This design comes from an exercise in tuning for small area, a short achievable clock period and few clock cycles per item on the open sky130 flow, not from production work. Function was checked by simulation only, so behaviour that the tests miss may differ from the original.

--- flow/design.v ---
module mul16(input [15:0] a, input [15:0] b, input [17:0] b3, output [15:0] hi);
	wire [16:0] b2 = {b, 1'b0};
	wire d0_1 = a[1:0] == 2'd1;
	wire d0_2 = a[1:0] == 2'd2;
	wire d0_3 = a[1:0] == 2'd3;
	wire pp1 = (d0_1 & b[0]) | (d0_2 & b2[0]) | (d0_3 & b3[0]);
	wire pp2 = (d0_1 & b[1]) | (d0_2 & b2[1]) | (d0_3 & b3[1]);
	wire pp3 = (d0_1 & b[2]) | (d0_2 & b2[2]) | (d0_3 & b3[2]);
	wire pp4 = (d0_1 & b[3]) | (d0_2 & b2[3]) | (d0_3 & b3[3]);
	wire pp5 = (d0_1 & b[4]) | (d0_2 & b2[4]) | (d0_3 & b3[4]);
	wire pp6 = (d0_1 & b[5]) | (d0_2 & b2[5]) | (d0_3 & b3[5]);
	wire pp7 = (d0_1 & b[6]) | (d0_2 & b2[6]) | (d0_3 & b3[6]);
	wire pp8 = (d0_1 & b[7]) | (d0_2 & b2[7]) | (d0_3 & b3[7]);
	wire pp9 = (d0_1 & b[8]) | (d0_2 & b2[8]) | (d0_3 & b3[8]);
	wire pp10 = (d0_1 & b[9]) | (d0_2 & b2[9]) | (d0_3 & b3[9]);
	wire pp11 = (d0_1 & b[10]) | (d0_2 & b2[10]) | (d0_3 & b3[10]);
	wire pp12 = (d0_1 & b[11]) | (d0_2 & b2[11]) | (d0_3 & b3[11]);
	wire pp13 = (d0_1 & b[12]) | (d0_2 & b2[12]) | (d0_3 & b3[12]);
	wire pp14 = (d0_1 & b[13]) | (d0_2 & b2[13]) | (d0_3 & b3[13]);
	wire pp15 = (d0_1 & b[14]) | (d0_2 & b2[14]) | (d0_3 & b3[14]);
	wire pp16 = (d0_1 & b[15]) | (d0_2 & b2[15]) | (d0_3 & b3[15]);
	wire pp17 = (d0_2 & b2[16]) | (d0_3 & b3[16]);
	wire pp18 = (d0_3 & b3[17]);
	wire d1_1 = a[3:2] == 2'd1;
	wire d1_2 = a[3:2] == 2'd2;
	wire d1_3 = a[3:2] == 2'd3;
	wire pp19 = (d1_1 & b[0]) | (d1_2 & b2[0]) | (d1_3 & b3[0]);
	wire pp20 = (d1_1 & b[1]) | (d1_2 & b2[1]) | (d1_3 & b3[1]);
	wire pp21 = (d1_1 & b[2]) | (d1_2 & b2[2]) | (d1_3 & b3[2]);
	wire pp22 = (d1_1 & b[3]) | (d1_2 & b2[3]) | (d1_3 & b3[3]);
	wire pp23 = (d1_1 & b[4]) | (d1_2 & b2[4]) | (d1_3 & b3[4]);
	wire pp24 = (d1_1 & b[5]) | (d1_2 & b2[5]) | (d1_3 & b3[5]);
	wire pp25 = (d1_1 & b[6]) | (d1_2 & b2[6]) | (d1_3 & b3[6]);
	wire pp26 = (d1_1 & b[7]) | (d1_2 & b2[7]) | (d1_3 & b3[7]);
	wire pp27 = (d1_1 & b[8]) | (d1_2 & b2[8]) | (d1_3 & b3[8]);
	wire pp28 = (d1_1 & b[9]) | (d1_2 & b2[9]) | (d1_3 & b3[9]);
	wire pp29 = (d1_1 & b[10]) | (d1_2 & b2[10]) | (d1_3 & b3[10]);
	wire pp30 = (d1_1 & b[11]) | (d1_2 & b2[11]) | (d1_3 & b3[11]);
	wire pp31 = (d1_1 & b[12]) | (d1_2 & b2[12]) | (d1_3 & b3[12]);
	wire pp32 = (d1_1 & b[13]) | (d1_2 & b2[13]) | (d1_3 & b3[13]);
	wire pp33 = (d1_1 & b[14]) | (d1_2 & b2[14]) | (d1_3 & b3[14]);
	wire pp34 = (d1_1 & b[15]) | (d1_2 & b2[15]) | (d1_3 & b3[15]);
	wire pp35 = (d1_2 & b2[16]) | (d1_3 & b3[16]);
	wire pp36 = (d1_3 & b3[17]);
	wire d2_1 = a[5:4] == 2'd1;
	wire d2_2 = a[5:4] == 2'd2;
	wire d2_3 = a[5:4] == 2'd3;
	wire pp37 = (d2_1 & b[0]) | (d2_2 & b2[0]) | (d2_3 & b3[0]);
	wire pp38 = (d2_1 & b[1]) | (d2_2 & b2[1]) | (d2_3 & b3[1]);
	wire pp39 = (d2_1 & b[2]) | (d2_2 & b2[2]) | (d2_3 & b3[2]);
	wire pp40 = (d2_1 & b[3]) | (d2_2 & b2[3]) | (d2_3 & b3[3]);
	wire pp41 = (d2_1 & b[4]) | (d2_2 & b2[4]) | (d2_3 & b3[4]);
	wire pp42 = (d2_1 & b[5]) | (d2_2 & b2[5]) | (d2_3 & b3[5]);
	wire pp43 = (d2_1 & b[6]) | (d2_2 & b2[6]) | (d2_3 & b3[6]);
	wire pp44 = (d2_1 & b[7]) | (d2_2 & b2[7]) | (d2_3 & b3[7]);
	wire pp45 = (d2_1 & b[8]) | (d2_2 & b2[8]) | (d2_3 & b3[8]);
	wire pp46 = (d2_1 & b[9]) | (d2_2 & b2[9]) | (d2_3 & b3[9]);
	wire pp47 = (d2_1 & b[10]) | (d2_2 & b2[10]) | (d2_3 & b3[10]);
	wire pp48 = (d2_1 & b[11]) | (d2_2 & b2[11]) | (d2_3 & b3[11]);
	wire pp49 = (d2_1 & b[12]) | (d2_2 & b2[12]) | (d2_3 & b3[12]);
	wire pp50 = (d2_1 & b[13]) | (d2_2 & b2[13]) | (d2_3 & b3[13]);
	wire pp51 = (d2_1 & b[14]) | (d2_2 & b2[14]) | (d2_3 & b3[14]);
	wire pp52 = (d2_1 & b[15]) | (d2_2 & b2[15]) | (d2_3 & b3[15]);
	wire pp53 = (d2_2 & b2[16]) | (d2_3 & b3[16]);
	wire pp54 = (d2_3 & b3[17]);
	wire d3_1 = a[7:6] == 2'd1;
	wire d3_2 = a[7:6] == 2'd2;
	wire d3_3 = a[7:6] == 2'd3;
	wire pp55 = (d3_1 & b[0]) | (d3_2 & b2[0]) | (d3_3 & b3[0]);
	wire pp56 = (d3_1 & b[1]) | (d3_2 & b2[1]) | (d3_3 & b3[1]);
	wire pp57 = (d3_1 & b[2]) | (d3_2 & b2[2]) | (d3_3 & b3[2]);
	wire pp58 = (d3_1 & b[3]) | (d3_2 & b2[3]) | (d3_3 & b3[3]);
	wire pp59 = (d3_1 & b[4]) | (d3_2 & b2[4]) | (d3_3 & b3[4]);
	wire pp60 = (d3_1 & b[5]) | (d3_2 & b2[5]) | (d3_3 & b3[5]);
	wire pp61 = (d3_1 & b[6]) | (d3_2 & b2[6]) | (d3_3 & b3[6]);
	wire pp62 = (d3_1 & b[7]) | (d3_2 & b2[7]) | (d3_3 & b3[7]);
	wire pp63 = (d3_1 & b[8]) | (d3_2 & b2[8]) | (d3_3 & b3[8]);
	wire pp64 = (d3_1 & b[9]) | (d3_2 & b2[9]) | (d3_3 & b3[9]);
	wire pp65 = (d3_1 & b[10]) | (d3_2 & b2[10]) | (d3_3 & b3[10]);
	wire pp66 = (d3_1 & b[11]) | (d3_2 & b2[11]) | (d3_3 & b3[11]);
	wire pp67 = (d3_1 & b[12]) | (d3_2 & b2[12]) | (d3_3 & b3[12]);
	wire pp68 = (d3_1 & b[13]) | (d3_2 & b2[13]) | (d3_3 & b3[13]);
	wire pp69 = (d3_1 & b[14]) | (d3_2 & b2[14]) | (d3_3 & b3[14]);
	wire pp70 = (d3_1 & b[15]) | (d3_2 & b2[15]) | (d3_3 & b3[15]);
	wire pp71 = (d3_2 & b2[16]) | (d3_3 & b3[16]);
	wire pp72 = (d3_3 & b3[17]);
	wire d4_1 = a[9:8] == 2'd1;
	wire d4_2 = a[9:8] == 2'd2;
	wire d4_3 = a[9:8] == 2'd3;
	wire pp73 = (d4_1 & b[0]) | (d4_2 & b2[0]) | (d4_3 & b3[0]);
	wire pp74 = (d4_1 & b[1]) | (d4_2 & b2[1]) | (d4_3 & b3[1]);
	wire pp75 = (d4_1 & b[2]) | (d4_2 & b2[2]) | (d4_3 & b3[2]);
	wire pp76 = (d4_1 & b[3]) | (d4_2 & b2[3]) | (d4_3 & b3[3]);
	wire pp77 = (d4_1 & b[4]) | (d4_2 & b2[4]) | (d4_3 & b3[4]);
	wire pp78 = (d4_1 & b[5]) | (d4_2 & b2[5]) | (d4_3 & b3[5]);
	wire pp79 = (d4_1 & b[6]) | (d4_2 & b2[6]) | (d4_3 & b3[6]);
	wire pp80 = (d4_1 & b[7]) | (d4_2 & b2[7]) | (d4_3 & b3[7]);
	wire pp81 = (d4_1 & b[8]) | (d4_2 & b2[8]) | (d4_3 & b3[8]);
	wire pp82 = (d4_1 & b[9]) | (d4_2 & b2[9]) | (d4_3 & b3[9]);
	wire pp83 = (d4_1 & b[10]) | (d4_2 & b2[10]) | (d4_3 & b3[10]);
	wire pp84 = (d4_1 & b[11]) | (d4_2 & b2[11]) | (d4_3 & b3[11]);
	wire pp85 = (d4_1 & b[12]) | (d4_2 & b2[12]) | (d4_3 & b3[12]);
	wire pp86 = (d4_1 & b[13]) | (d4_2 & b2[13]) | (d4_3 & b3[13]);
	wire pp87 = (d4_1 & b[14]) | (d4_2 & b2[14]) | (d4_3 & b3[14]);
	wire pp88 = (d4_1 & b[15]) | (d4_2 & b2[15]) | (d4_3 & b3[15]);
	wire pp89 = (d4_2 & b2[16]) | (d4_3 & b3[16]);
	wire pp90 = (d4_3 & b3[17]);
	wire d5_1 = a[11:10] == 2'd1;
	wire d5_2 = a[11:10] == 2'd2;
	wire d5_3 = a[11:10] == 2'd3;
	wire pp91 = (d5_1 & b[0]) | (d5_2 & b2[0]) | (d5_3 & b3[0]);
	wire pp92 = (d5_1 & b[1]) | (d5_2 & b2[1]) | (d5_3 & b3[1]);
	wire pp93 = (d5_1 & b[2]) | (d5_2 & b2[2]) | (d5_3 & b3[2]);
	wire pp94 = (d5_1 & b[3]) | (d5_2 & b2[3]) | (d5_3 & b3[3]);
	wire pp95 = (d5_1 & b[4]) | (d5_2 & b2[4]) | (d5_3 & b3[4]);
	wire pp96 = (d5_1 & b[5]) | (d5_2 & b2[5]) | (d5_3 & b3[5]);
	wire pp97 = (d5_1 & b[6]) | (d5_2 & b2[6]) | (d5_3 & b3[6]);
	wire pp98 = (d5_1 & b[7]) | (d5_2 & b2[7]) | (d5_3 & b3[7]);
	wire pp99 = (d5_1 & b[8]) | (d5_2 & b2[8]) | (d5_3 & b3[8]);
	wire pp100 = (d5_1 & b[9]) | (d5_2 & b2[9]) | (d5_3 & b3[9]);
	wire pp101 = (d5_1 & b[10]) | (d5_2 & b2[10]) | (d5_3 & b3[10]);
	wire pp102 = (d5_1 & b[11]) | (d5_2 & b2[11]) | (d5_3 & b3[11]);
	wire pp103 = (d5_1 & b[12]) | (d5_2 & b2[12]) | (d5_3 & b3[12]);
	wire pp104 = (d5_1 & b[13]) | (d5_2 & b2[13]) | (d5_3 & b3[13]);
	wire pp105 = (d5_1 & b[14]) | (d5_2 & b2[14]) | (d5_3 & b3[14]);
	wire pp106 = (d5_1 & b[15]) | (d5_2 & b2[15]) | (d5_3 & b3[15]);
	wire pp107 = (d5_2 & b2[16]) | (d5_3 & b3[16]);
	wire pp108 = (d5_3 & b3[17]);
	wire d6_1 = a[13:12] == 2'd1;
	wire d6_2 = a[13:12] == 2'd2;
	wire d6_3 = a[13:12] == 2'd3;
	wire pp109 = (d6_1 & b[0]) | (d6_2 & b2[0]) | (d6_3 & b3[0]);
	wire pp110 = (d6_1 & b[1]) | (d6_2 & b2[1]) | (d6_3 & b3[1]);
	wire pp111 = (d6_1 & b[2]) | (d6_2 & b2[2]) | (d6_3 & b3[2]);
	wire pp112 = (d6_1 & b[3]) | (d6_2 & b2[3]) | (d6_3 & b3[3]);
	wire pp113 = (d6_1 & b[4]) | (d6_2 & b2[4]) | (d6_3 & b3[4]);
	wire pp114 = (d6_1 & b[5]) | (d6_2 & b2[5]) | (d6_3 & b3[5]);
	wire pp115 = (d6_1 & b[6]) | (d6_2 & b2[6]) | (d6_3 & b3[6]);
	wire pp116 = (d6_1 & b[7]) | (d6_2 & b2[7]) | (d6_3 & b3[7]);
	wire pp117 = (d6_1 & b[8]) | (d6_2 & b2[8]) | (d6_3 & b3[8]);
	wire pp118 = (d6_1 & b[9]) | (d6_2 & b2[9]) | (d6_3 & b3[9]);
	wire pp119 = (d6_1 & b[10]) | (d6_2 & b2[10]) | (d6_3 & b3[10]);
	wire pp120 = (d6_1 & b[11]) | (d6_2 & b2[11]) | (d6_3 & b3[11]);
	wire pp121 = (d6_1 & b[12]) | (d6_2 & b2[12]) | (d6_3 & b3[12]);
	wire pp122 = (d6_1 & b[13]) | (d6_2 & b2[13]) | (d6_3 & b3[13]);
	wire pp123 = (d6_1 & b[14]) | (d6_2 & b2[14]) | (d6_3 & b3[14]);
	wire pp124 = (d6_1 & b[15]) | (d6_2 & b2[15]) | (d6_3 & b3[15]);
	wire pp125 = (d6_2 & b2[16]) | (d6_3 & b3[16]);
	wire pp126 = (d6_3 & b3[17]);
	wire d7_1 = a[15:14] == 2'd1;
	wire d7_2 = a[15:14] == 2'd2;
	wire d7_3 = a[15:14] == 2'd3;
	wire pp127 = (d7_1 & b[0]) | (d7_2 & b2[0]) | (d7_3 & b3[0]);
	wire pp128 = (d7_1 & b[1]) | (d7_2 & b2[1]) | (d7_3 & b3[1]);
	wire pp129 = (d7_1 & b[2]) | (d7_2 & b2[2]) | (d7_3 & b3[2]);
	wire pp130 = (d7_1 & b[3]) | (d7_2 & b2[3]) | (d7_3 & b3[3]);
	wire pp131 = (d7_1 & b[4]) | (d7_2 & b2[4]) | (d7_3 & b3[4]);
	wire pp132 = (d7_1 & b[5]) | (d7_2 & b2[5]) | (d7_3 & b3[5]);
	wire pp133 = (d7_1 & b[6]) | (d7_2 & b2[6]) | (d7_3 & b3[6]);
	wire pp134 = (d7_1 & b[7]) | (d7_2 & b2[7]) | (d7_3 & b3[7]);
	wire pp135 = (d7_1 & b[8]) | (d7_2 & b2[8]) | (d7_3 & b3[8]);
	wire pp136 = (d7_1 & b[9]) | (d7_2 & b2[9]) | (d7_3 & b3[9]);
	wire pp137 = (d7_1 & b[10]) | (d7_2 & b2[10]) | (d7_3 & b3[10]);
	wire pp138 = (d7_1 & b[11]) | (d7_2 & b2[11]) | (d7_3 & b3[11]);
	wire pp139 = (d7_1 & b[12]) | (d7_2 & b2[12]) | (d7_3 & b3[12]);
	wire pp140 = (d7_1 & b[13]) | (d7_2 & b2[13]) | (d7_3 & b3[13]);
	wire pp141 = (d7_1 & b[14]) | (d7_2 & b2[14]) | (d7_3 & b3[14]);
	wire pp142 = (d7_1 & b[15]) | (d7_2 & b2[15]) | (d7_3 & b3[15]);
	wire pp143 = (d7_2 & b2[16]) | (d7_3 & b3[16]);
	wire pp144 = (d7_3 & b3[17]);
	wire s145 = pp13 ^ pp29;
	wire c146 = pp13 & pp29;
	wire s147, c148;
	fa us147(pp14, pp30, pp46, s147, c148);
	wire s149, c150;
	fa us149(pp15, pp31, pp47, s149, c150);
	wire s151 = pp63 ^ pp79;
	wire c152 = pp63 & pp79;
	wire s153, c154;
	fa us153(pp16, pp32, pp48, s153, c154);
	wire s155, c156;
	fa us155(pp64, pp80, pp96, s155, c156);
	wire s157, c158;
	fa us157(pp17, pp33, pp49, s157, c158);
	wire s159, c160;
	fa us159(pp65, pp81, pp97, s159, c160);
	wire s161, c162;
	fa us161(pp18, pp34, pp50, s161, c162);
	wire s163, c164;
	fa us163(pp66, pp82, pp98, s163, c164);
	wire s165, c166;
	fa us165(pp35, pp51, pp67, s165, c166);
	wire s167 = pp83 ^ pp99;
	wire c168 = pp83 & pp99;
	wire s169, c170;
	fa us169(pp36, pp52, pp68, s169, c170);
	wire s171 = pp84 ^ pp100;
	wire c172 = pp84 & pp100;
	wire s173, c174;
	fa us173(pp53, pp69, pp85, s173, c174);
	wire s175 = pp54 ^ pp70;
	wire c176 = pp54 & pp70;
	wire s177 = pp9 ^ pp25;
	wire c178 = pp9 & pp25;
	wire s179, c180;
	fa us179(pp10, pp26, pp42, s179, c180);
	wire s181, c182;
	fa us181(pp11, pp27, pp43, s181, c182);
	wire s183 = pp59 ^ pp75;
	wire c184 = pp59 & pp75;
	wire s185, c186;
	fa us185(pp12, pp28, pp44, s185, c186);
	wire s187, c188;
	fa us187(pp60, pp76, pp92, s187, c188);
	wire s189, c190;
	fa us189(s145, pp45, pp61, s189, c190);
	wire s191, c192;
	fa us191(pp77, pp93, pp109, s191, c192);
	wire s193, c194;
	fa us193(c146, s147, pp62, s193, c194);
	wire s195, c196;
	fa us195(pp78, pp94, pp110, s195, c196);
	wire s197, c198;
	fa us197(c148, s149, s151, s197, c198);
	wire s199, c200;
	fa us199(pp95, pp111, pp127, s199, c200);
	wire s201, c202;
	fa us201(c150, c152, s153, s201, c202);
	wire s203, c204;
	fa us203(s155, pp112, pp128, s203, c204);
	wire s205, c206;
	fa us205(c154, c156, s157, s205, c206);
	wire s207, c208;
	fa us207(s159, pp113, pp129, s207, c208);
	wire s209, c210;
	fa us209(c158, c160, s161, s209, c210);
	wire s211, c212;
	fa us211(s163, pp114, pp130, s211, c212);
	wire s213, c214;
	fa us213(c162, c164, s165, s213, c214);
	wire s215, c216;
	fa us215(s167, pp115, pp131, s215, c216);
	wire s217, c218;
	fa us217(c166, c168, s169, s217, c218);
	wire s219, c220;
	fa us219(s171, pp116, pp132, s219, c220);
	wire s221, c222;
	fa us221(c170, c172, s173, s221, c222);
	wire s223, c224;
	fa us223(pp101, pp117, pp133, s223, c224);
	wire s225, c226;
	fa us225(c174, s175, pp86, s225, c226);
	wire s227, c228;
	fa us227(pp102, pp118, pp134, s227, c228);
	wire s229, c230;
	fa us229(c176, pp71, pp87, s229, c230);
	wire s231, c232;
	fa us231(pp103, pp119, pp135, s231, c232);
	wire s233, c234;
	fa us233(pp72, pp88, pp104, s233, c234);
	wire s235 = pp120 ^ pp136;
	wire c236 = pp120 & pp136;
	wire s237, c238;
	fa us237(pp89, pp105, pp121, s237, c238);
	wire s239 = pp90 ^ pp106;
	wire c240 = pp90 & pp106;
	wire s241 = pp7 ^ pp23;
	wire c242 = pp7 & pp23;
	wire s243, c244;
	fa us243(pp8, pp24, pp40, s243, c244);
	wire s245, c246;
	fa us245(s177, pp41, pp57, s245, c246);
	wire s247, c248;
	fa us247(c178, s179, pp58, s247, c248);
	wire s249, c250;
	fa us249(c180, s181, s183, s249, c250);
	wire s251, c252;
	fa us251(c182, c184, s185, s251, c252);
	wire s253, c254;
	fa us253(c186, c188, s189, s253, c254);
	wire s255, c256;
	fa us255(c190, c192, s193, s255, c256);
	wire s257, c258;
	fa us257(c194, c196, s197, s257, c258);
	wire s259, c260;
	fa us259(c198, c200, s201, s259, c260);
	wire s261, c262;
	fa us261(c202, c204, s205, s261, c262);
	wire s263, c264;
	fa us263(c206, c208, s209, s263, c264);
	wire s265, c266;
	fa us265(c210, c212, s213, s265, c266);
	wire s267, c268;
	fa us267(c214, c216, s217, s267, c268);
	wire s269, c270;
	fa us269(c218, c220, s221, s269, c270);
	wire s271, c272;
	fa us271(c222, c224, s225, s271, c272);
	wire s273, c274;
	fa us273(c226, c228, s229, s273, c274);
	wire s275, c276;
	fa us275(c230, c232, s233, s275, c276);
	wire s277, c278;
	fa us277(c234, c236, s237, s277, c278);
	wire s279, c280;
	fa us279(c238, s239, pp122, s279, c280);
	wire s281, c282;
	fa us281(c240, pp107, pp123, s281, c282);
	wire s283 = pp108 ^ pp124;
	wire c284 = pp108 & pp124;
	wire s285 = pp5 ^ pp21;
	wire c286 = pp5 & pp21;
	wire s287, c288;
	fa us287(pp6, pp22, pp38, s287, c288);
	wire s289, c290;
	fa us289(s241, pp39, pp55, s289, c290);
	wire s291, c292;
	fa us291(c242, s243, pp56, s291, c292);
	wire s293, c294;
	fa us293(c244, s245, pp73, s293, c294);
	wire s295, c296;
	fa us295(c246, s247, pp74, s295, c296);
	wire s297, c298;
	fa us297(c248, s249, pp91, s297, c298);
	wire s299, c300;
	fa us299(c250, s251, s187, s299, c300);
	wire s301, c302;
	fa us301(c252, s253, s191, s301, c302);
	wire s303, c304;
	fa us303(c254, s255, s195, s303, c304);
	wire s305, c306;
	fa us305(c256, s257, s199, s305, c306);
	wire s307, c308;
	fa us307(c258, s259, s203, s307, c308);
	wire s309, c310;
	fa us309(c260, s261, s207, s309, c310);
	wire s311, c312;
	fa us311(c262, s263, s211, s311, c312);
	wire s313, c314;
	fa us313(c264, s265, s215, s313, c314);
	wire s315, c316;
	fa us315(c266, s267, s219, s315, c316);
	wire s317, c318;
	fa us317(c268, s269, s223, s317, c318);
	wire s319, c320;
	fa us319(c270, s271, s227, s319, c320);
	wire s321, c322;
	fa us321(c272, s273, s231, s321, c322);
	wire s323, c324;
	fa us323(c274, s275, s235, s323, c324);
	wire s325, c326;
	fa us325(c276, s277, pp137, s325, c326);
	wire s327, c328;
	fa us327(c278, s279, pp138, s327, c328);
	wire s329, c330;
	fa us329(c280, s281, pp139, s329, c330);
	wire s331, c332;
	fa us331(c282, s283, pp140, s331, c332);
	wire s333, c334;
	fa us333(c284, pp125, pp141, s333, c334);
	wire s335 = pp126 ^ pp142;
	wire c336 = pp126 & pp142;
	wire [31:0] ra = {pp144, c336, c334, c332, c330, c328, c326, c324, c322, c320, c318, c316, c314, c312, c310, c308, c306, c304, c302, c300, c298, c296, c294, c292, c290, c288, c286, s285, pp4, pp3, pp2, pp1};
	wire [31:0] rb = {1'b0, pp143, s335, s333, s331, s329, s327, s325, s323, s321, s319, s317, s315, s313, s311, s309, s307, s305, s303, s301, s299, s297, s295, s293, s291, s289, s287, pp37, pp20, pp19, 1'b0, 1'b0};
	wire [31:0] p = ra + rb;
	assign hi = p[31:16];
endmodule
module fa(input a, b, c, output s, co);
	assign s = a ^ b ^ c;
	assign co = (a & b) | (a & c) | (b & c);
endmodule
module exponential(input clk, rst, start, input [15:0] _x, output done,
                   output [1:0] intpart, output [15:0] fracpart);
	reg [3:0] st;           
	reg idle;               
	reg sh1, sh2, term;     
	reg [15:0] b, t;
	reg [17:0] b3;          
	reg [17:0] r;
	wire go = idle & start;
	wire [3:0] nst = go ? 4'd1 : (idle | st == 4'd9) ? 4'd0 : st + 4'd1;
	always @(posedge clk or posedge rst) begin
		if (rst) begin
			st   <= 4'd0;
			idle <= 1'b1;
		end else begin
			st   <= nst;
			idle <= (nst == 4'd0);
		end
	end
	always @(posedge clk) begin
		sh1  <= (nst == 4'd1);                                
		sh2  <= (nst == 4'd4);                                
		term <= (nst == 4'd1) | (nst == 4'd2) | (nst == 4'd4) |
		        (nst == 4'd5) | (nst == 4'd7) | (nst == 4'd9);  
	end
	reg [15:0] bn;
	always @(*) begin
		case (nst)
			4'd3:    bn = 16'h5555;
			4'd6:    bn = 16'h3333;
			4'd8:    bn = 16'h2AAA;
			default: bn = _x;
		endcase
	end
	reg [17:0] bn3;
	always @(*) begin
		case (nst)
			4'd3:    bn3 = 18'h0FFFF;    
			4'd6:    bn3 = 18'h09999;    
			4'd8:    bn3 = 18'h07FFE;    
			default: bn3 = {2'b00, _x} + {1'b0, _x, 1'b0};
		endcase
	end
	always @(posedge clk)
		b3 <= bn3;
	wire [15:0] ph;                      
	mul16 mul(.a(t), .b(b), .b3(b3), .hi(ph));
	wire [15:0] tn = sh1 ? {1'b0,  ph[15:1]} :
	                 sh2 ? {2'b00, ph[15:2]} : ph;
	wire [15:0] t1 = (_x[15:1] == 15'd0) ? 16'd0 : _x - 16'd2;
	wire [6:0] u6 = t[6:0];
	reg [3:0] t7;
	always @(*) begin
		if (u6 >= 7'd85) t7 = 4'd12;
		else if (u6 >= 7'd78) t7 = 4'd11;
		else if (u6 >= 7'd71) t7 = 4'd10;
		else if (u6 >= 7'd64) t7 = 4'd9;
		else if (u6 >= 7'd57) t7 = 4'd8;
		else if (u6 >= 7'd50) t7 = 4'd7;
		else if (u6 >= 7'd43) t7 = 4'd6;
		else if (u6 >= 7'd36) t7 = 4'd5;
		else if (u6 >= 7'd29) t7 = 4'd4;
		else if (u6 >= 7'd22) t7 = 4'd3;
		else if (u6 >= 7'd15) t7 = 4'd2;
		else if (u6 >= 7'd8) t7 = 4'd1;
		else t7 = 4'd0;
	end
	reg t8;                 
	always @(*) begin
		case (t7)
			4'd9:    t8 = b >= 16'd58255;
			4'd10:   t8 = b >= 16'd52429;
			4'd11:   t8 = b >= 16'd47663;
			4'd12:   t8 = b >= 16'd43691;
			default: t8 = 1'b0;
		endcase
	end
	wire [15:0] addb = idle ? {12'd0, t7} : t;
	wire [17:0] sum  = r + {2'b00, addb} + {17'd0, idle & t8};
	always @(posedge clk) begin
		if (go) begin
			b <= bn;
			t <= t1;
			r <= 18'h0FFFF;
		end else if (!idle) begin
			b <= bn;
			t <= tn;
			if (term)
				r <= sum;
		end
	end
	assign done = idle;
	assign {intpart, fracpart} = sum;
endmodule
--- flow/run.sh ---
#!/bin/bash
# synth_recipe.tcl (not shown) runs the flow's synth.tcl, then flattens the netlist and writes it again
# the make line also repeats each setting of config.mk as NAME=value (left out here)
make -C /OpenROAD-flow-scripts/flow DESIGN_CONFIG=/design/flow/config.mk WORK_HOME=/design/flow/orfs CLKGATE_MAP_FILE= SYNTH_SCRIPT=/design/flow/synth_recipe.tcl finish
--- flow/config.mk ---
export PLATFORM = sky130hd
export DESIGN_NAME = exponential
export DESIGN_NICKNAME = exponential
export VERILOG_FILES = /design/flow/design.v
export SDC_FILE = /design/flow/constraint.sdc
export NUM_CORES = 4
export LEC_CHECK = 0
export CAP_MARGIN = 20
export CORE_MARGIN = 2
export CORE_UTILIZATION = 40
export PLACE_DENSITY = 0.6
export SETUP_SLACK_MARGIN = 3
export SLEW_MARGIN = 20
export SYNTH_HIERARCHICAL = 1
export SYNTH_MINIMUM_KEEP_SIZE = 0
--- flow/constraint.sdc ---
create_clock -name core_clock -period 9.0 [get_ports {clk}]
set_input_delay 1.8000 -clock core_clock [delete_from_list [all_inputs] [get_ports {clk}]]
set_output_delay 1.8000 -clock core_clock [all_outputs]
set_load 0.01 [all_outputs]
==> results of run 1 <==
## per-module statistics from Yosys, one instance, submodules excluded
module,flip-flops and latches,copies in the design,cells inside
exponential,76,1,589
mul16,0,1,551
fa,0,83,1
## cell families (layout without fill, tap and decap cells)
kind of cell | Yosys count | after routing | synth area share (%)
multiplexers | 151 | 151 | 14.4
flip-flops | 76 | 76 | 16.2
AND/OR/NAND/NOR | 245 | 245 | 11.5
adder cells (fa/ha/maj) | 174 | 174 | 24.5
XOR/XNOR | 56 | 56 | 4.26
buffers and inverters | 121 | 180 | 4.42
AO/OA/AOI/OAI | 400 | 400 | 24.7
## repair_timing
item	4_1_cts	5_1_grt
setup endpoints to repair	33	29
pin swaps	21	49
gates cloned	2	0
buffers inserted	37	33
resized for setup	59	105
hold buffers	0	0
## how the worst max path moves through the flow
stage,from,to,slack (ns),cells after the start
global route,t[1],intpart[0],2.45,19
CTS,t[2],intpart[0],2.82,19
detailed placement,t[0],intpart[0],2.03,17
floorplan,t[1],intpart[0],3.27,17
finish,t[1],intpart[0],2.62,19
global placement,t[0],intpart[0],2.05,17
## Yosys cell counts, drive strengths merged, types with 8 or more instances
cell / instances / share of area (%)
a22o: 120 / 9.1
mux2: 120 / 12
ha: 88 / 9.6
fa: 86 / 15
a21oi: 79 / 3.5
clkbuf: 67 / 2.2
o21ai: 66 / 2.9
nand2: 57 / 1.9
nor2: 50 / 1.7
nor2b: 41 / 2.3
dfxtp: 39 / 6.8
xnor2: 39 / 3.0
inv: 35 / 1.1
edfxtp: 32 / 8.3
mux2i: 31 / 2.7
a21o: 20 / 1.3
buf: 19 / 1.1
nand3: 18 / 0.83
o22ai: 18 / 0.98
xor2: 17 / 1.3
nor3: 15 / 0.85
o22a: 15 / 1.1
a211oi: 13 / 0.85
nand2b: 13 / 0.73
and3: 12 / 0.70
nand4: 11 / 0.60
a31oi: 9 / 0.49
o211ai: 9 / 0.59
nor4: 8 / 0.70
## per-layer routing
metal	wire length, um	part of all wire [%]	vias up	global-route usage (%)
met5	0	0	-	0
met4	1120	3.0	0	7.53
met3	2400	6.4	77	3.62
met2	17800	47	415	39.8
met1	16200	43	5081	32.2
li1	-	-	4707	-
## cells in the final DEF (no fill, tap or decap), drive strengths merged, types with 5 or more instances in the layout
master	Yosys	final
o211ai	9	9
o21ai	66	66
fa	86	86
mux2i	31	31
nand3	18	18
o21bai	5	5
and3	12	12
nand4	11	11
a311oi	5	5
a21o	20	20
xor2	17	17
o22a	15	15
dfxtp	39	39
a22o	120	120
buf	19	98
xnor2	39	39
clkdlybuf4s50	0	24
nor2	50	50
clkbuf	67	18
a21oi	79	79
nor3	15	15
inv	35	35
a211oi	13	13
ha	88	88
nand2b	13	13
o22ai	18	18
nor4	8	8
a31oi	9	9
o21a	7	7
mux2	120	120
nor2b	41	41
nand2	57	57
o31ai	7	7
edfxtp	32	32
## flip-flops by register name, indices dropped and copies added, names as in the netlist
register,count
idle,1
r,18
sh2,1
st,4
b3,18
sh1,1
t,16
term,1
b,16
## metrics by stage
step                setup slack, ns  utilization, %  instance area [um^2]
floorplan                      3.27               -                 11500
global placement               2.05            42.5                 12100
detailed placement             2.03            42.5                 12100
CTS                            2.82            45.3                 12900
global route                   2.45            47.7                 13600
finish                         2.62            47.7                 13600
## layout make-up
class / count / area share (%)
Multi-Input combinational cell: 1026 / 71.0
Sequential cell: 76 / 13.7
Timing Repair Buffer: 129 / 8.47
Tap cell: 384 / 3.53
Clock buffer: 16 / 2.31
Inverter: 35 / 0.965
## critical path, delay by kind of cell (launching register included)
kind | cells | cell delay, ns
DFF | 1 | 0.43
and+or+nand+nor | 4 | 0.70
AOI/OAI and AO/OA | 9 | 1.68
buffers and inverters | 3 | 0.42
adders and majority gates | 2 | 0.82
xor gates and xnor gates | 1 | 0.17
==> metrics.md, run 1 <==
| Metric | Value |
|---|---|
| Worst path slowest cell | edfxtp_1 |
| Routed len/inst | 22.5 um |
| Min-Delay Path Class | reg2reg |
| Number of synthesized flops with an enable pin | 32 |
| Max-Slew Margin vs Limit | 32.5% |
| Initial Util | 40.4% |
| CTS Buf Count | 9 |
| Clock Tree Buf Depth | 2 |
| Placement row count | 62 |
| Mapped Cells | 1223 |
| Startpoint Class | flip-flop |
| Most used DFF post-synth | dfxtp_1 |
| Synthesis warning total | 7 |
| Largest net degree at the start of global routing | 33 |
| Yosys reg bits | 76 |
| Core ar. | 28500 um^2 |
| Avg Inst Size Synth | 9.42 um^2 |
| Placed Cells | 1578 |
| Width of the chip | 174 um |
| CTS tree | done |
| Area Overhead vs Synth | 18.1% |
| Fillers | 2748 |
| Root buf cell | clkbuf_16 |
| Worst r2r dst | t[13] |
| MaxCap Viol Count | 0 |
| Hold Path Sink | r[4] |
| Worst path required time | 7.20 ns |
| Vias in the first global route | 9989 |
| # diodes | 0 |
| Post-detail-place hpwl | 25.7 mm |
| Vias per std cell | 6.17 |
| Sequential area share after synthesis | 16.2% |
| Die Y | 174 um |
| Crit-path max FO | 4 |
| Aggregate global-route resource usage | 24.0% |
| Unrepaired setup endpoints after global routing | yes |
| Setup TNS | 0 ns |
| Clock Skew | 0.00702 ns |
| Fmax | 157 MHz |
| Fin crit share | 70.9% |
| Antenna viol nets, final | 0 |
| Multi-input logic area | 9660 um^2 |
| # IOs | 38 |
| WHS | 0.473 ns |
| Post-synthesis async set-or-reset flop share | 6.58% |
| CP Capture Type | output pin |
| Die ar. | 30200 um^2 |
| Sink Count | 76 |
| CTS clk-pin slew, worst paths | 0.06 ns |
| Htree depth | 3 |
| Layout cells sized above 1 | 26.2% |
| Placer Congestion | 0.885 |
| CP Cell Sequence | buf_12, or3_4, a21oi_2, nor4b_2, a311oi_2, nand2_1, o221ai_2, o22ai_2, fa_2, fa_2, a211oi_4, o21ai_2, a31oi_2, o31a_1, buf_6, nand2b_4, a31oi_4, xor2_1, buf_2 |
| Initial DRC count | 776 |
| Hold path startpoint | r[4] |
| # DRC | 0 |
| DRT Wirelength | 37.5 mm |
| CP peak stage delay | 0.43 ns |
| Final Hold Fails | 0 |
| # port buffers | 37 |
| R2R depth | 22 |
| Finished Layout Cells | 1666 |
| Min cycle time layout | 6.38 ns |
| Sequential standard cell area | 1870 um^2 |
| Drt first pass iters | 5 |
| First-pass GRT wire length | 57.2 mm |
| Antenna violations before repair | 0 |
| Cell with the most instances on the worst path | fa_2 |
| Clock Latency Late Sink | 0.35 ns |
| Arr. time, crit path | 4.58 ns |
| FF-to-FF setup slack | 3.04 ns |
| Setup violations, final | 0 |
| Crit path kind | reg2out |
| Final Max Slew Viols | 0 |
| Actual slew at the worst max-slew pin | 1.01 ns |
| R2R Path Start | t[4] |
| Overflow after GRT | 0 |
| Final nets | 1470 |
| Vias | 10.3k |
| Netlist Area Pre-Place | 11500 um^2 |
| Cell variety after synth | 79 |
| Hold depth | 1 |
| Status | complete, no violations |
Testbench counts, summed over its fixed seeds: cycles 12,006, items 1,200.
==> inputs of run 2 (changes only) <==
--- a/flow/design.v
+++ b/flow/design.v
@@ -443,11 +443,12 @@
 			4'd10:   t8 = b >= 16'd52429;
 			4'd11:   t8 = b >= 16'd47663;
 			4'd12:   t8 = b >= 16'd43691;
+			4'd13:   t8 = b >= 16'd40330;
+			4'd14:   t8 = b >= 16'd37450;
+			4'd15:   t8 = b >= 16'd34953;
 			default: t8 = 1'b0;
 		endcase
 	end
-	wire [15:0] addb = idle ? {12'd0, t7} : t;
-	wire [17:0] sum  = r + {2'b00, addb} + {17'd0, idle & t8};
 	always @(posedge clk) begin
 		if (go) begin
 			b <= bn;
@@ -457,9 +458,11 @@
 			b <= bn;
 			t <= tn;
 			if (term)
-				r <= sum;
+				r <= r + {2'b00, t};
 		end
 	end
+	wire [4:0]  lo = {1'b0, r[3:0]} + {1'b0, t7} + {4'd0, t8};
+	wire [13:0] hi = lo[4] ? r[17:4] + 14'd1 : r[17:4];
 	assign done = idle;
-	assign {intpart, fracpart} = sum;
+	assign {intpart, fracpart} = {hi, lo[3:0]};
 endmodule
==> metrics.md, run 2 <==
| Metric | Value |
|---|---|
| Finished Layout Cells | 1694 |
| Core ar. | 28800 um^2 |
| Clock Tree Buf Depth | 2 |
| Min cycle time layout | 5.92 ns |
| Antenna viol nets, final | 0 |
| Worst path required time | 9.19 ns |
| Netlist Area Pre-Place | 11700 um^2 |
| Layout cells sized above 1 | 20.5% |
| Crit-path max FO | 18 |
| Placement row count | 62 |
| Post-synth top area share | 14.9% |
| Adder-cell area share of the yosys netlist | 24.8% |
| Area leader, netlist | fa_1 |
| Initial DRC count | 973 |
| Vias | 10.5k |
| Most frequent cells in the layout | 120 x a22o_1, 119 x mux2_2, 86 x ha_1 |
| Max-Slew Margin vs Limit | 31.6% |
| Avg Inst Size Synth | 9.24 um^2 |
| Min-Delay Path Class | reg2reg |
| Most used DFF post-synth | dfxtp_1 |
| Sequential area share after synthesis | 16.0% |
| Most common cell in the synthesized netlist | a22o_1 |
| Setup TNS | 0 ns |
| First-pass GRT wire length | 59.3 mm |
| Largest family of logic cells by synthesized area | adder cells |
| Mapped Cells | 1267 |
| Most common cell after layout, fill and taps aside | a22o_1 |
| # DRC | 0 |
| Fillers | 2787 |
| CP Capture Type | flip-flop |
| FF-to-FF setup slack | 3.08 ns |
| # IOs | 38 |
| Worst r2r dst | t[8] |
| Unrepaired setup endpoints after global routing | yes |
| Simple-gate area share of the yosys netlist | 12.3% |
| CTS tree | done |
| Biggest regs | b3 x18, r x18 |
| Final Hold Fails | 0 |
| Setup violations, final | 0 |
| Antenna violations before repair | 0 |
| Pre-CTS setup slack | 2.44 ns |
| Top cells by count, synth | 120 x a22o_1, 119 x mux2_2, 93 x ha_1, 88 x a21oi_1, 87 x fa_1 |
| Area contributors post-synth | fa_1 15%, mux2_2 11%, ha_1 9.9%, a22o_1 9.0%, edfxtp_1 8.2% |
| Actual slew at the worst max-slew pin | 1.03 ns |
| Yosys reg bits | 76 |
| DRT Wirelength | 38.6 mm |
| Placer Congestion | 0.869 |
| Final nets | 1504 |
| Drt first pass iters | 5 |
| Synth Area in Compound Gates | 23.7% |
| Width of the chip | 175 um |
| XOR/XNOR Fraction of Synth Area | 4.86% |
| Synthesis warning total | 7 |
| Aggregate global-route resource usage | 24.7% |
| Status | complete, no violations |
| CTS Buf Count | 9 |
| Post-synthesis async set-or-reset flop share | 6.58% |
| Hold depth | 2 |
| Largest net degree at the start of global routing | 33 |
| Htree depth | 3 |
| CTS clk-pin slew, worst paths | 0.08 ns |
| Final core utilization | 46.6% |
| R2R Path Start | t[1] |
| Die ar. | 30700 um^2 |
| Startpoint Class | flip-flop |
| Fmax | 169 MHz |
| Number of synthesized flops with an enable pin | 32 |
| Placed Cells | 1634 |
| Crit path kind | reg2reg |
| Hold Path Sink | r[17] |
| Vias in the first global route | 10.2k |
| Post-synthesis mux area share | 14.2% |
| Cell variety after synth | 80 |
| Root buf cell | clkbuf_16 |
| Routed len/inst | 22.8 um |
| Worst Setup Slack, final | 3.08 ns |
| Die Y | 175 um |
| Fin crit share | 65.8% |
| Post-cts hold buffer count | 0 |
| # port buffers | 37 |
| Clock Skew | 0.0189 ns |
| # diodes | 0 |
| R2R depth | 20 |
| Overflow after GRT | 0 |
| Final Max Slew Viols | 0 |
| Hold path startpoint | r[17] |
| Post-detail-place hpwl | 27.2 mm |
| Initial Util | 40.7% |
| MaxCap Viol Count | 0 |
| Sink Count | 76 |
| Area Overhead vs Synth | 14.6% |
| Arr. time, crit path | 6.10 ns |
| Vias per std cell | 6.23 |
| Clock Latency Late Sink | 0.36 ns |
[run 2: cell types whose count changed after synthesis, sizes merged, moves of 4 or more]
| cell | previous run | this run |
|---|---|---|
| xnor2 | 39 | 43 |
| nor2 | 50 | 62 |
| o31ai | 7 | 3 |
| o21ai | 66 | 71 |
| a21oi | 79 | 88 |
| nor3 | 15 | 24 |
| nand3 | 18 | 28 |
| xor2 | 17 | 22 |
| nand2 | 57 | 73 |
| nor4 | 8 | 3 |
| ha | 88 | 93 |
| nor2b | 41 | 32 |
| o22a | 15 | 2 |
[run 2: cells by family (layout without fill, tap and decap cells)]
kind of cell | Yosys count | count (layout)
AO/OA/AOI/OAI | 398 | 398
AND/OR/NAND/NOR | 277 | 277
multiplexers | 151 | 151
buffers and inverters | 120 | 163
XOR/XNOR | 65 | 65
flip-flops | 76 | 76
adder cells (fa/ha/maj) | 180 | 180
[run 2: area by class of cell]
class | count | area, um^2 | share of cell area [%]
multi-input combinational | 1071 | 9580 | 71.4
sequential | 76 | 1870 | 13.9
timing repair buffer | 109 | 1000 | 7.48
tap | 384 | 480 | 3.58
clock buffer | 10 | 250 | 1.86
inverter | 38 | 143 | 1.06
clock inverter | 6 | 97.6 | 0.727
[run 2: critical path, stage by stage (launching register included)]
cell      delay [ns]
edfxtp_1        0.56
buf_4           0.32
nor2b_4         0.08
buf_4           0.16
a22o_1          0.26
fa_1            0.57
fa_1            0.43
fa_1            0.52
fa_1            0.46
ha_4            0.30
nand4_1         0.16
nor4_1          0.34
o211ai_1        0.21
a21o_1          0.26
nand2_1         0.12
a21oi_1         0.10
xnor2_1         0.34
mux2i_1         0.12
nor2_1          0.12
a21oi_1         0.08
o22ai_1         0.24
[run 2: per-layer routing]
metal	track usage, %	part of all wire [%]	vias up
met5	0	0	-
met4	11.3	5.2	0
met3	2.79	5.7	115
met2	40.1	46	416
met1	33.1	43	5196
li1	-	-	4820
[run 2: per-stage QoR]
step	instance area (um^2)	hold slack [ns]
floorplan	11700	0.456
global placement	12400	0.477
detailed placement	12400	0.481
CTS	13000	0.491
global route	13400	0.513
finish	13400	0.488
[run 2: how the worst max path moves through the flow]
stage / from / endpoint / slack (ns) / cells after the start
6_report: t[1] / t[8] / 3.08 / 20
5_1_grt: t[1] / t[12] / 2.93 / 20
4_1_cts: b[1] / intpart[0] / 2.85 / 18
3_5_place_dp: t[0] / intpart[0] / 2.44 / 17
3_3_place_gp: t[8] / t[13] / 2.51 / 19
2_1_floorplan: t[0] / t[12] / 3.33 / 20
[run 2: per-module statistics from Yosys, one instance, submodules excluded]
| module | copies in the design | flip-flops and latches |
|---|---|---|
| mul16 | 1 | 0 |
| fa | 83 | 0 |
| exponential | 1 | 76 |
[run 2: what timing repair did]
action,in CTS,in global routing
endpoints found under the setup margin,28,27
buffers inserted,22,21
gates cloned,0,1
gates resized for setup,26,67
pin swaps,1,20
Testbench counts of run 2, summed over its fixed seeds: cycles 12,006, items 1,200.
==> inputs of run 3 (changes only) <==
--- a/flow/config.mk
+++ b/flow/config.mk
@@ -5,6 +5,7 @@
 export SDC_FILE = /design/flow/constraint.sdc
 export NUM_CORES = 4
 export LEC_CHECK = 0
+export ABC_AREA = 1
 export CAP_MARGIN = 20
 export CORE_MARGIN = 2
 export CORE_UTILIZATION = 40
==> metrics.md, run 3 <==
| Metric | Value |
|---|---|
| R2R Path Start | t[1] |
| Min cycle time layout | 5.78 ns |
| Antenna violations before repair | 0 |
| Avg Inst Size Synth | 7.16 um^2 |
| # diodes | 0 |
| Min-Delay Path Class | reg2reg |
| DRT Wirelength | 41.4 mm |
| MaxCap Viol Count | 0 |
| Worst path required time | 9.05 ns |
| Largest net degree at the start of global routing | 33 |
| Die Y | 173 um |
| Final Max Slew Viols | 0 |
| Overflow after GRT | 0 |
| Sequential area share after synthesis | 16.4% |
| Placed Cells | 1958 |
| Drt first pass iters | 6 |
| Aggregate global-route resource usage | 27.1% |
| Actual slew at the worst max-slew pin | 0.874 ns |
| Final Hold Fails | 0 |
| Die ar. | 29900 um^2 |
| Fillers | 2888 |
| Hold path startpoint | r[17] |
| CP Capture Type | flip-flop |
| Unrepaired setup endpoints after global routing | yes |
| Routed len/inst | 20.4 um |
| Finished Layout Cells | 2026 |
| Setup violations, final | 0 |
| CTS Buf Count | 9 |
| Vias in the first global route | 11.3k |
| # DRC | 0 |
| Fmax | 173 MHz |
| Status | complete, no violations |
| Max-Slew Margin vs Limit | 41.6% |
| Post-detail-place hpwl | 32.2 mm |
| Initial Util | 40.8% |
| Hold Path Sink | r[17] |
| Top cells by count, synth | 404 x nand2_1, 195 x inv_1, 122 x nor2_1, 119 x o221ai_1, 104 x o21ai_0 |
| Width of the chip | 173 um |
| Area contributors post-synth | fa_1 15%, nand2_1 13%, ha_1 10%, o221ai_1 9.1%, edfxtp_1 8.4% |
| CTS clk-pin slew, worst paths | 0.06 ns |
| R2R depth | 23 |
| Post-synth top area share | 15.3% |
| Arr. time, crit path | 5.83 ns |
| Cell variety after synth | 48 |
| Layout cells sized above 1 | 7.77% |
| # IOs | 38 |
| Startpoint Class | flip-flop |
| First-pass GRT wire length | 64.0 mm |
| Vias per std cell | 5.92 |
| Number of synthesized flops with an enable pin | 32 |
| Hold depth | 2 |
| Root buf cell | clkbuf_16 |
| CTS tree | done |
| Setup TNS | 0 ns |
| Most used DFF post-synth | dfxtp_1 |
| Post-cts hold buffer count | 0 |
| Initial DRC count | 1482 |
| Area leader, netlist | fa_1 |
| Antenna viol nets, final | 0 |
| Htree depth | 3 |
| Vias | 12.0k |
| FF-to-FF setup slack | 3.22 ns |
| Final nets | 1842 |
| Crit-path max FO | 14 |
| Clock Skew | 0.00798 ns |
| Most common cell in the synthesized netlist | nand2_1 |
| Biggest regs | b3 x18, r x18 |
| Post-synthesis async set-or-reset flop share | 6.58% |
| Clock Latency Late Sink | 0.34 ns |
| Synthesis warning total | 7 |
| Sink Count | 76 |
| Mapped Cells | 1592 |
| Most common cell after layout, fill and taps aside | nand2_1 |
| Area Overhead vs Synth | 12.9% |
| Yosys reg bits | 76 |
| Placer Congestion | 0.945 |
| Netlist Area Pre-Place | 11400 um^2 |
| # port buffers | 37 |
| Placement row count | 61 |
| Clock Tree Buf Depth | 2 |
| Core ar. | 27900 um^2 |
| Worst r2r dst | t[12] |
| Crit path kind | reg2reg |
| Fin crit share | 64.2% |
| Most frequent cells in the layout | 391 x nand2_1, 193 x inv_1, 118 x o221ai_1 |
==> run 3: critical path, cell delays in order (launching register included) <==
cell	delay, ns
edfxtp_1	0.37
buf_4	0.20
buf_4	0.15
inv_1	0.06
nor2_1	0.05
inv_2	0.25
o221ai_1	0.22
fa_1	0.50
fa_1	0.56
fa_1	0.43
fa_1	0.49
ha_1	0.38
nand2_1	0.14
nor2_1	0.14
inv_1	0.09
nor2_1	0.25
and3_1	0.20
nand2_1	0.07
nand3_1	0.07
nand2_1	0.14
nand2_1	0.08
o21ai_0	0.08
o21ai_0	0.36
o21ai_0	0.19
==> run 3: worst max path at each step <==
stage           from  slack, ns  depth (start not counted)     to
2_1_floorplan   t[1]       4.10                         20   t[8]
3_3_place_gp    t[1]       2.71                         20   t[9]
3_5_place_dp    t[1]       2.67                         20   t[9]
4_1_cts         t[8]       2.95                         20   t[9]
5_1_grt        b[12]       2.93                         19  t[12]
6_report        t[1]       3.22                         23  t[12]
==> run 3: final cells by class <==
type                       instances  area, um^2  area share, %
tap                              378         473           3.68
inverter                         199         749           5.83
multi-input combinational       1263        8650           67.3
clock buffer                      10         250           1.95
timing repair buffer              94         803           6.24
clock inverter                     6        67.6          0.525
sequential                        76        1870           14.5
==> run 3: what timing repair did <==
| action | 4_1_cts | 5_1_grt |
|---|---|---|
| setup buffers | 35 | 17 |
| setup endpoints to repair | 10 | 15 |
| pin swaps | 0 | 2 |
| gates resized for setup | 9 | 29 |
==> run 3: per-module statistics from Yosys (local to each module, per instance) <==
module / flip-flops and latches / copies in the design / area (um^2)
mul16: 0 / 1 / 3970
exponential: 76 / 1 / 5760
fa: 0 / 83 / 20.0
==> run 3: per-layer routing <==
layer / global-route usage (%) / wire [um]
met1: 36.5 / 17400
met2: 42.4 / 18400
met3: 4.66 / 3520
met4: 12.7 / 2100
met5: 0 / 0
==> run 3: kinds of logic (layout without fill, tap and decap cells) <==
logic type / count (synthesis) / count (layout) / share of synthesized area (%)
xor gates and xnor gates: 46 / 46 / 3.53
adders and majority gates: 180 / 180 / 25.5
DFF: 76 / 76 / 16.4
AOI/OAI and AO/OA: 386 / 386 / 22.3
and+or+nand+nor: 651 / 651 / 23.8
buffers and inverters: 253 / 309 / 8.45
==> run 3: stage by stage <==
step / cell area [um^2] / setup slack (ns) / hold WS [ns] / utilization (%)
floorplan: 11400 / 4.10 / 0.474 / -
finish: 12900 / 3.22 / 0.528 / 46.1
global placement: 12100 / 2.71 / 0.516 / 43.2
detailed placement: 12100 / 2.67 / 0.519 / 43.2
global route: 12900 / 2.93 / 0.554 / 46.1
CTS: 12700 / 2.95 / 0.533 / 45.3
==> inputs of run 4 (changes only) <==
--- a/flow/design.v
+++ b/flow/design.v
@@ -1,3 +1,83 @@
+module add18(input [17:0] a, input [17:0] b, output [17:0] s);
+	wire [17:0] p = a ^ b;
+	wire [17:0] g = a & b;
+	wire G1 = g[1] | (p[1] & g[0]);
+	wire P1 = p[1] & p[0];
+	wire G2 = g[3] | (p[3] & g[2]);
+	wire P2 = p[3] & p[2];
+	wire G3 = g[5] | (p[5] & g[4]);
+	wire P3 = p[5] & p[4];
+	wire G4 = g[7] | (p[7] & g[6]);
+	wire P4 = p[7] & p[6];
+	wire G5 = g[9] | (p[9] & g[8]);
+	wire P5 = p[9] & p[8];
+	wire G6 = g[11] | (p[11] & g[10]);
+	wire P6 = p[11] & p[10];
+	wire G7 = g[13] | (p[13] & g[12]);
+	wire P7 = p[13] & p[12];
+	wire G8 = g[15] | (p[15] & g[14]);
+	wire P8 = p[15] & p[14];
+	wire G9 = g[17] | (p[17] & g[16]);
+	wire P9 = p[17] & p[16];
+	wire G10 = G2 | (P2 & G1);
+	wire P10 = P2 & P1;
+	wire G11 = G4 | (P4 & G3);
+	wire P11 = P4 & P3;
+	wire G12 = G6 | (P6 & G5);
+	wire P12 = P6 & P5;
+	wire G13 = G8 | (P8 & G7);
+	wire P13 = P8 & P7;
+	wire G14 = G11 | (P11 & G10);
+	wire P14 = P11 & P10;
+	wire G15 = G13 | (P13 & G12);
+	wire P15 = P13 & P12;
+	wire G16 = G15 | (P15 & G14);
+	wire P16 = P15 & P14;
+	wire G17 = G12 | (P12 & G14);
+	wire P17 = P12 & P14;
+	wire G18 = G3 | (P3 & G10);
+	wire P18 = P3 & P10;
+	wire G19 = G5 | (P5 & G14);
+	wire P19 = P5 & P14;
+	wire G20 = G7 | (P7 & G17);
+	wire P20 = P7 & P17;
+	wire G21 = G9 | (P9 & G16);
+	wire P21 = P9 & P16;
+	wire G22 = g[2] | (p[2] & G1);
+	wire P22 = p[2] & P1;
+	wire G23 = g[4] | (p[4] & G10);
+	wire P23 = p[4] & P10;
+	wire G24 = g[6] | (p[6] & G18);
+	wire P24 = p[6] & P18;
+	wire G25 = g[8] | (p[8] & G14);
+	wire P25 = p[8] & P14;
+	wire G26 = g[10] | (p[10] & G19);
+	wire P26 = p[10] & P19;
+	wire G27 = g[12] | (p[12] & G17);
+	wire P27 = p[12] & P17;
+	wire G28 = g[14] | (p[14] & G20);
+	wire P28 = p[14] & P20;
+	wire G29 = g[16] | (p[16] & G16);
+	wire P29 = p[16] & P16;
+	assign s[0] = p[0];
+	assign s[1] = p[1] ^ g[0];
+	assign s[2] = p[2] ^ G1;
+	assign s[3] = p[3] ^ G22;
+	assign s[4] = p[4] ^ G10;
+	assign s[5] = p[5] ^ G23;
+	assign s[6] = p[6] ^ G18;
+	assign s[7] = p[7] ^ G24;
+	assign s[8] = p[8] ^ G14;
+	assign s[9] = p[9] ^ G25;
+	assign s[10] = p[10] ^ G19;
+	assign s[11] = p[11] ^ G26;
+	assign s[12] = p[12] ^ G17;
+	assign s[13] = p[13] ^ G27;
+	assign s[14] = p[14] ^ G20;
+	assign s[15] = p[15] ^ G28;
+	assign s[16] = p[16] ^ G16;
+	assign s[17] = p[17] ^ G29;
+endmodule
 module mul16(input [15:0] a, input [15:0] b, input [17:0] b3, output [15:0] hi);
 	wire [16:0] b2 = {b, 1'b0};
 	wire d0_1 = a[1:0] == 2'd1;
@@ -403,13 +483,15 @@
 			default: bn = _x;
 		endcase
 	end
+	wire [17:0] x3;                      
+	add18 ax3(.a({2'b00, _x}), .b({1'b0, _x, 1'b0}), .s(x3));
 	reg [17:0] bn3;
 	always @(*) begin
 		case (nst)
 			4'd3:    bn3 = 18'h0FFFF;    
 			4'd6:    bn3 = 18'h09999;    
 			4'd8:    bn3 = 18'h07FFE;    
-			default: bn3 = {2'b00, _x} + {1'b0, _x, 1'b0};
+			default: bn3 = x3;
 		endcase
 	end
 	always @(posedge clk)
@@ -418,7 +500,22 @@
 	mul16 mul(.a(t), .b(b), .b3(b3), .hi(ph));
 	wire [15:0] tn = sh1 ? {1'b0,  ph[15:1]} :
 	                 sh2 ? {2'b00, ph[15:2]} : ph;
-	wire [15:0] t1 = (_x[15:1] == 15'd0) ? 16'd0 : _x - 16'd2;
+	wire [15:0] t1;
+	assign t1[0] = ~g_dec[16].z & _x[0];
+	genvar k;
+	generate
+		for (k = 1; k <= 16; k = k + 1) begin : g_dec
+			wire z;
+			if (k == 1) begin : g_first
+				assign z = 1'b1;
+			end else begin : g_next
+				assign z = g_dec[k-1].z & ~_x[k-1];
+			end
+		end
+		for (k = 1; k <= 15; k = k + 1) begin : g_t1
+			assign t1[k] = ~g_dec[16].z & (_x[k] ^ g_dec[k].z);
+		end
+	endgenerate
 	wire [6:0] u6 = t[6:0];
 	reg [3:0] t7;
 	always @(*) begin
@@ -449,6 +546,8 @@
 			default: t8 = 1'b0;
 		endcase
 	end
+	wire [17:0] racc;                    
+	add18 aacc(.a(r), .b({2'b00, t}), .s(racc));
 	always @(posedge clk) begin
 		if (go) begin
 			b <= bn;
@@ -458,7 +557,7 @@
 			b <= bn;
 			t <= tn;
 			if (term)
-				r <= r + {2'b00, t};
+				r <= racc;
 		end
 	end
 	wire [4:0]  lo = {1'b0, r[3:0]} + {1'b0, t7} + {4'd0, t8};
==> metrics.md, run 4 <==
| Metric | Value |
|---|---|
| Status | complete, no violations |
| Layout cells sized above 1 | 7.30% |
| Area contributors post-synth | fa_1 19%, nand2_1 13%, ha_1 10%, o221ai_1 9.3%, edfxtp_1 8.6% |
| Area Overhead vs Synth | 11.6% |
| Core ar. | 27600 um^2 |
| Drt first pass iters | 8 |
| Vias per std cell | 5.78 |
| Routed len/inst | 19.5 um |
| Vias | 11.1k |
| Worst path required time | 9.04 ns |
| Actual slew at the worst max-slew pin | 1.12 ns |
| Most used DFF post-synth | dfxtp_1 |
| Arr. time, crit path | 5.93 ns |
| Clock Skew | 0.00744 ns |
| Cell family with most CP delay | adder cells |
| R2R Path Start | t[5] |
| Sink Count | 76 |
| Antenna violations before repair | 1 |
| Routing usage on met1 | 35.4% |
| Post-cts hold buffer count | 0 |
| Cell with the most instances on the worst path | nand2_1 |
| Antenna viol nets, final | 0 |
| DRT Wirelength | 37.4 mm |
| Synthesis warning total | 7 |
| Fin crit share | 65.5% |
| CTS Buf Count | 9 |
| MaxCap Viol Count | 0 |
| Post-detail-place hpwl | 29.3 mm |
| Worst r2r dst | t[7] |
| Clock Tree Buf Depth | 2 |
| Vias in the first global route | 10.6k |
| Most common cell in the synthesized netlist | nand2_1 |
| Crit-path max FO | 18 |
| Die ar. | 29200 um^2 |
| Post-synthesis async set-or-reset flop share | 6.58% |
| Avg Inst Size Synth | 7.40 um^2 |
| Setup crit start | t[5] |
| CP Capture Type | flip-flop |
| CP bufs+invs | 2 |
| Netlist Area Pre-Place | 11100 um^2 |
| Width of the chip | 171 um |
| WHS | 0.545 ns |
| Number of synthesized flops with an enable pin | 32 |
| CTS clk-pin slew, worst paths | 0.06 ns |
| Sequential area share after synthesis | 16.8% |
| CTS tree | done |
| Fmax | 170 MHz |
| Aggregate global-route resource usage | 26.1% |
| Crit path kind | reg2reg |
| M2 GR Usage | 40.7% |
| Final Max Slew Viols | 0 |
| Worst path slowest cell | fa_1 |
| Initial Util | 40.4% |
| FF-to-FF setup slack | 3.11 ns |
| Largest net degree at the start of global routing | 33 |
| Min cycle time layout | 5.89 ns |
| Top cells by count, synth | 389 x nand2_1, 206 x inv_1, 118 x o221ai_1, 113 x nor2_1, 103 x fa_1 |
| Startpoint Class | flip-flop |
| Busiest grt layer | met2 |
| Setup TNS | 0 ns |
| Root buf cell | clkbuf_16 |
| Clock Latency Late Sink | 0.34 ns |
| Final Hold Fails | 0 |
| Post-synth top area share | 18.5% |
| Overflow after GRT | 0 |
| Unrepaired setup endpoints after global routing | yes |
| # IOs | 38 |
| # port buffers | 37 |
| Cell variety after synth | 48 |
| Setup violations, final | 0 |
| First-pass GRT wire length | 58.6 mm |
| Area leader, netlist | fa_1 |
| Min-Delay Path Class | reg2reg |
| Placement row count | 61 |
| WP depth | 20 |
| Worst setup path endpoint | t[7] |
| # diodes | 0 |
| Yosys reg bits | 76 |
| Most frequent cells in the layout | 383 x nand2_1, 203 x inv_1, 118 x o221ai_1 |
| # DRC | 0 |
| CP Cell Sequence | buf_4, nand2_1, o221ai_1, fa_1, fa_1, fa_1, fa_1, ha_1, a21oi_1, inv_1, nor2_1, o21ai_0, a211oi_1, nand2_1, nand2_1, nand2_1, nand2_1, nand2_1, a21oi_1, o22ai_1 |
| Htree depth | 3 |
| Max-Slew Margin vs Limit | 24.9% |
| Final nets | 1753 |
| Most common cell after layout, fill and taps aside | nand2_1 |
| R2R depth | 20 |
| CP peak stage delay | 0.60 ns |
| Biggest regs | b3 x18, r x18 |
| Placer Congestion | 0.966 |
| Initial DRC count | 1229 |
| Die Y | 171 um |
| GR Layer Usage met3 | 4.05% |
| Mapped Cells | 1504 |
-- run 4: changes by cell type after synthesis, moves of 11 or more --
cell	previous run	this run
fa_1	87	103
nand2_1	404	389
a21oi_1	90	71
inv_1	195	206
nand3_1	68	47
o21ai_0	104	55
xor2_1	37	24
-- run 4: layer usage --
metal / vias up / share of wire (%) / wire length [um]
li1: 5170 / - / -
met1: 5285 / 42 / 15800
met2: 570 / 44 / 16600
met5: - / 0 / 0
met3: 109 / 8.6 / 3210
met4: 0 / 5.0 / 1860
-- run 4: final cells by class --
class / instances / area (um^2)
clock buffer: 10 / 229
tap: 378 / 473
clock inverter: 6 / 62.6
fill: 2826 / 15100
sequential: 76 / 1870
timing repair buffer: 73 / 642
multi-input combinational: 1167 / 8340
inverter: 215 / 807
-- run 4: worst reg2reg max path: stages, from the launching register on --
cell	delay [ns]
edfxtp_1	0.44
buf_4	0.17
nand2_1	0.46
o221ai_1	0.46
fa_1	0.48
fa_1	0.43
fa_1	0.60
fa_1	0.43
ha_1	0.37
a21oi_1	0.29
inv_1	0.07
nor2_1	0.20
o21ai_0	0.18
a211oi_1	0.30
nand2_1	0.08
nand2_1	0.06
nand2_1	0.15
nand2_1	0.11
nand2_1	0.05
a21oi_1	0.13
o22ai_1	0.10
-- run 4: what timing repair did --
item                       in CTS  in global routing
pin swaps                       2                  4
cloned                          0                  0
gates resized for setup         8                 26
setup endpoints to repair       9                 23
buffers inserted               17                 13
-- run 4: kinds of logic after synthesis --
group,Yosys count,share of synthesized area [%]
flip-flops,76,16.8
buffers and inverters,266,9.10
AND/OR/NAND/NOR,612,22.8
AO/OA/AOI/OAI,319,19.8
XOR/XNOR,38,2.99
other,1,0.0337
adder cells (fa/ha/maj),192,28.5
-- run 4: worst min path at each step --
| stage | start | end | cells past startpoint | slack, ns |
|---|---|---|---|---|
| 3_5_place_dp | r[17] | r[17] | 2 | 0.54 |
| 4_1_cts | r[17] | r[17] | 2 | 0.55 |
| 5_1_grt | r[3] | r[3] | 1 | 0.59 |
| 3_3_place_gp | r[17] | r[17] | 2 | 0.54 |
| 6_report | r[17] | r[17] | 2 | 0.54 |
| 2_1_floorplan | r[5] | r[5] | 2 | 0.48 |
-- run 4: metrics by stage --
| step | cells | utilization [%] | instance area, um^2 | setup WS (ns) |
|---|---|---|---|---|
| finish | 1925 | 45.1 | 12400 | 3.11 |
| global route | 1925 | 45.1 | 12400 | 2.80 |
| CTS | 1912 | 44.6 | 12300 | 3.00 |
| detailed placement | 1879 | 42.9 | 11800 | 2.89 |
| global placement | 1879 | 42.9 | 11800 | 2.97 |
| floorplan | 1509 | - | 11100 | 3.79 |
-- run 4: modules after synthesis (local to each module, per instance) --
module,cells,copies in the design,flip-flops and latches
add18,91,2,0
mul16,738,1,0
fa,1,83,0
exponential,501,1,76
Testbench counts of run 4, summed over its fixed seeds: cycles 12,006, items 1,200.

re-timing with driven ports:
The flow's constraints put no driver on any port. The routed layouts listed below were extracted and timed again, unchanged, in two steps. Step 1 (the two cells are an assumption about what drives the block):
set clk [get_ports {clk}]
set_driving_cell -lib_cell sky130_fd_sc_hd__clkbuf_16 $clk
set_driving_cell -lib_cell sky130_fd_sc_hd__buf_2 [delete_from_list [all_inputs] $clk]
Step 2, shift: input delay + t, output delay - t, t = (earliest + latest rising clock arrival at the registers) / 2. This alone moves slack from input paths to output paths. Slacks: ideal ports / drivers / drivers and shift; pairs: ideal ports / drivers.
run | t (ns) | setup WS [ns] | worst setup path at the end | worst register clock-pin slew, ns
run 1 | 0.386 | 2.623 / 2.582 / 2.968 | register to output | 0.06 / 0.06
run 2 | 0.399 | 3.081 / 3.081 / 3.081 | register to register | 0.08 / 0.08
run 3 | 0.378 | 3.218 / 3.218 / 3.218 | register to register | 0.06 / 0.06
run 4 | 0.380 | 3.109 / 3.092 / 3.109 | register to register | 0.06 / 0.06
After both steps every run listed still meets setup and hold.
